Background: an optimization exercise with open tools, aiming at small area, a short achievable clock period and few clock cycles. Do not read the settings as production practice.
Where RTL was checked, it was by simulation tests only, not by an equivalence proof against the original.
No driver is modelled on the clock port, so clock power and skew are understated where the tree is cut down; a real chip needs a root buffer or a tree.
Power figures rest on the tool's default switching activity, not on a simulated workload.

==> flow/design.v <==
module procik (clock, reset,
               mem_addr, mem_din, mem_dout, mem_csb, mem_web, halted);
input clock, reset;
output [7:0] mem_addr;
output [15:0] mem_din;
input [15:0] mem_dout;
output mem_csb, mem_web;
output halted;
reg s_a, s_b, s_c, s_c2, s_d;
reg halted_q;
reg [7:0] addr_q;       
reg [7:0] pc;           
reg csb_q, we_q;        
reg [15:0] din_q;
reg stale_q;            
reg ld_q;               
reg [2:0] ldr_q;        
reg wb_q;               
reg [2:0] wbr_q;        
reg [15:0] r [0:7];     
assign mem_addr = addr_q;
assign mem_din = din_q;
assign mem_csb = csb_q;
assign mem_web = !we_q;
assign halted = halted_q;
wire is_load  = (mem_dout[15:12] == 4'd1);
wire is_store = (mem_dout[15:12] == 4'd2);
wire is_halt  = !is_load && !is_store;
wire [2:0] rsel = mem_dout[10:8];
wire [7:0] inc = pc + 8'd1;
wire hazard = ld_q && is_store && (ldr_q == rsel);
wire dec_b = s_b;
wire dec_c = s_c && !stale_q;
wire [7:0] rhot = (8'd1 << rsel) & {8{!s_c2}};
reg [15:0] rdata;
integer k;
always @(*) begin
  rdata = s_c2 ? mem_dout : 16'd0;
  for (k = 0; k < 8; k = k + 1)
    rdata = rdata | (r[k] & {16{rhot[k]}});
end
always @(posedge clock)
  din_q <= rdata;
reg rst_q;
always @(posedge clock)
  rst_q <= reset;
wire [15:0] wdata = mem_dout & {16{!rst_q}};
integer j;
always @(posedge clock)
  for (j = 0; j < 8; j = j + 1)
    if (rst_q || (wb_q && wbr_q == j)) r[j] <= wdata;
always @(posedge clock) begin
  ldr_q <= rsel;
  wbr_q <= ldr_q;
  stale_q <= is_store && (mem_dout[7:0] == addr_q);
end
always @(posedge clock or posedge reset)
  if (reset) begin
    s_a <= 1'b1;
    s_b <= 1'b0;
    s_c <= 1'b0;
    s_c2 <= 1'b0;
    s_d <= 1'b0;
    csb_q <= 1'b0;
    we_q <= 1'b0;
    ld_q <= 1'b0;
    wb_q <= 1'b0;
  end else begin
    s_a <= s_d || (s_c && stale_q);
    s_b <= s_a;
    s_c <= s_b && !is_halt;
    s_c2 <= dec_c && !is_halt && hazard;
    s_d <= s_c2 || (dec_c && !is_halt && !hazard);
    csb_q <= halted_q || ((dec_b || dec_c) && (is_halt || hazard));
    we_q <= s_c2 || ((dec_b || dec_c) && is_store && !hazard);
    ld_q <= (dec_b || dec_c) && is_load;
    wb_q <= ld_q;
  end
always @(posedge clock or posedge reset)
  if (reset)
    pc <= 8'd0;
  else if (s_a || dec_c)
    pc <= inc;
always @(posedge clock)
  if (reset) halted_q <= 1'b0;
  else halted_q <= halted_q || ((dec_b || dec_c) && is_halt);
always @(posedge clock)
  if (reset) addr_q <= 8'd0;
  else if (s_a) addr_q <= inc;
  else if (s_b || dec_c) addr_q <= mem_dout[7:0];
  else if (s_c || s_d) addr_q <= pc;
endmodule
clock: 5.0 ns
lec_check: 0
cap_margin: 20
core_margin: 2
core_utilization: 40
setup_slack_margin: 3.2
slew_margin: 20
standard.sh (not shown) runs the stock make flow with config.mk's settings and CLKGATE_MAP_FILE= SYNTH_SCRIPT=/design/flow/synth_recipe.tcl, a recipe that flattens the netlist after the stock synthesis.
==> flow/flow/run.sh <==
#!/bin/bash
# The standard ORFS layout, except that the clock tree is built by
# flow/manual_cts.tcl: two levels of clock buffers placed by k-means over the
# flip-flops, in place of TritonCTS (shorter clock latency), and port
# buffers that start as buf_2 (timing repair upsizes the ones that need it).
set -euo pipefail
here=$(pwd)
bash standard.sh "PRE_CTS_TCL=$here/flow/manual_cts.tcl" \
  "BUFFER_PORTS_ARGS=-buffer_cell sky130_fd_sc_hd__buf_2" finish > "$here/orfs_make.log" 2>&1
test -f out/final.def
Other scripts of this flow, unchanged in this note and not shown: flow/flow/manual_cts.tcl
The first run completed without violations.
Change:
Settings changed: SETUP_SLACK_MARGIN 3.2 to 3.1.
Total power shrinks slightly.
Utilization shrinks by 1.4 points.
Design area shrinks by a few percent.
Clock skew hardly moves.
Sequential power hardly moves.
Function was not checked in any run of this note: the RTL went through the layout flow alone. In every run of this note, the design's own scripts or RTL, not TritonCTS, make the clock network.

---

Setup of JK:
Another version of the RTL of procik (not shown whole).
Size in the first run: roughly 180 flip-flops, about 45 I/O pins.
// procik
module procik (clock, reset,
               mem_addr, mem_din, mem_dout, mem_csb, mem_web, halted);
==> flow/config.mk <==
export PLATFORM = sky130hd
export DESIGN_NAME = procik
export DESIGN_NICKNAME = procik
export VERILOG_FILES = /design/flow/design.v
export SDC_FILE = /design/flow/constraint.sdc
export NUM_CORES = 4
export LEC_CHECK = 0
export CAP_MARGIN = 20
export CORE_MARGIN = 2
export CORE_UTILIZATION = 40
export SETUP_SLACK_MARGIN = 3.2
export SLEW_MARGIN = 20
==> flow/constraint.sdc <==
create_clock -name core_clock -period 5.0 [get_ports {clock}]
set_input_delay 1.0000 -clock core_clock [delete_from_list [all_inputs] [get_ports {clock}]]
set_output_delay 1.0000 -clock core_clock [all_outputs]
set_load 0.01 [all_outputs]
Scripts as last shown in full above: flow/flow/run.sh
Other scripts of this flow, unchanged in this note and not shown: flow/flow/manual_cts.tcl
Testbench counts of JK, summed over its fixed seeds: cycles 8,284.
> inputs changed (JK -> MS)
--- a/flow/config.mk
+++ b/flow/config.mk
@@ -11 +11 @@
-export SETUP_SLACK_MARGIN = 3.2
+export SETUP_SLACK_MARGIN = 3.05
--- outcome ---
Of the two values seen for category of the critical setup timing path, reg -> out was produced by JK and in -> reg by MS. Relative to JK, the fraction of layout cells with a size suffix above 1 of MS is lower by 7.7 points. ~same insertion delay to the later sink of the worst-skew pair in MS and JK. From JK to MS the numbers moved as follows: clock share of power increased 0.3 points; post-detailed-route via-to-cell ratio increased 0.52%.
[inputs] AL vs MS
--- a/flow/config.mk
+++ b/flow/config.mk
@@ -11 +11 @@
-export SETUP_SLACK_MARGIN = 3.05
+export SETUP_SLACK_MARGIN = 3.15
Results
On first-pass GRT wire length, AL and MS are neck and neck.
Core util | AL vs MS | AL higher
Lower total power draw among AL and MS: MS
Compared with MS, in AL final non-filler cell total moved up; share of cell area taken by multi-input logic gates moved down; global-route usage level.
Power share of the clock group: AL and MS compared, lower one is AL
As far as total stage count of the critical path goes, MS and AL are indistinguishable; the numbers are identical.
Final critical delay including setup and external delays was higher in the run labelled MS.
Per the comparison of AL with MS, worst hold slack flat; cell count of the worst reg-to-reg path shows an increase of 4.
Changes in TR relative to AL:
--- a/flow/config.mk
+++ b/flow/config.mk
@@ -10,2 +10,2 @@
-export CORE_UTILIZATION = 40
-export SETUP_SLACK_MARGIN = 3.15
+export CORE_UTILIZATION = 30
+export SETUP_SLACK_MARGIN = 3.1
Findings:
- Per the comparison of TR with AL, worst setup slack moved down; xor-xnor portion of the synthesized cell area held steady; multi-input gate share of the layout cell area has decreased.
- Routed wire in TR totals more than in AL.
- Per the comparison of TR with AL, async set or reset register ratio after synthesis saw little to no change; core utilization now sits lower; count of antenna diodes in the layout stayed essentially flat; share of total power in sequential cells +0.3 points; worst relative slew slack shrank by 23 points.
- Power share of the combinational group up 0.2 points in TR wrt AL
- Looking at leakage power of the design, TR sits below AL.
No run of this note takes its clock network from TritonCTS; it comes from the design's own scripts or RTL.

## port drivers added, routing unchanged
Ports are ideal in the flow. The routed layouts listed here were re-timed in OpenROAD.
Step 1 sets driving cells, clkbuf_16 on the clock port and buf_2 on the other inputs (assumed; they add their load-dependent delay and slew).
Step 2 times the ports against the registers' clock, not the clock port: input delays grow and output delays shrink by t, the midpoint of the rising clock arrivals with the driver on.
a / b / c = no drivers / after step 1 / after step 2; a / b = the first two.
run | t, ns | setup WS [ns] | hold WS [ns] | slew at the worst register clock pin (ns)
the first run of note 1 | 0.365 | 3.097 / 3.069 / 2.703 | 0.386 / 0.386 / 0.386 | 0.09 / 0.09
the second run of note 1 | 0.363 | 3.094 / 3.037 / 2.673 | 0.384 / 0.384 / 0.384 | 0.09 / 0.09
JK | 0.363 | 3.160 / 3.077 / 2.818 | 0.385 / 0.385 / 0.385 | 0.09 / 0.09
MS | 0.364 | 3.088 / 3.049 / 2.777 | 0.370 / 0.370 / 0.370 | 0.09 / 0.09
AL | 0.365 | 3.159 / 3.073 / 2.760 | 0.370 / 0.370 / 0.370 | 0.10 / 0.10
TR | 0.358 | 3.100 / 3.056 / 2.727 | 0.353 / 0.353 / 0.353 | 0.08 / 0.08
After both steps every run listed still meets setup and hold. The setup slack of the second run of note 1, which loses most, moves by -0.057 ns with the drivers and by -0.421 ns with both steps.
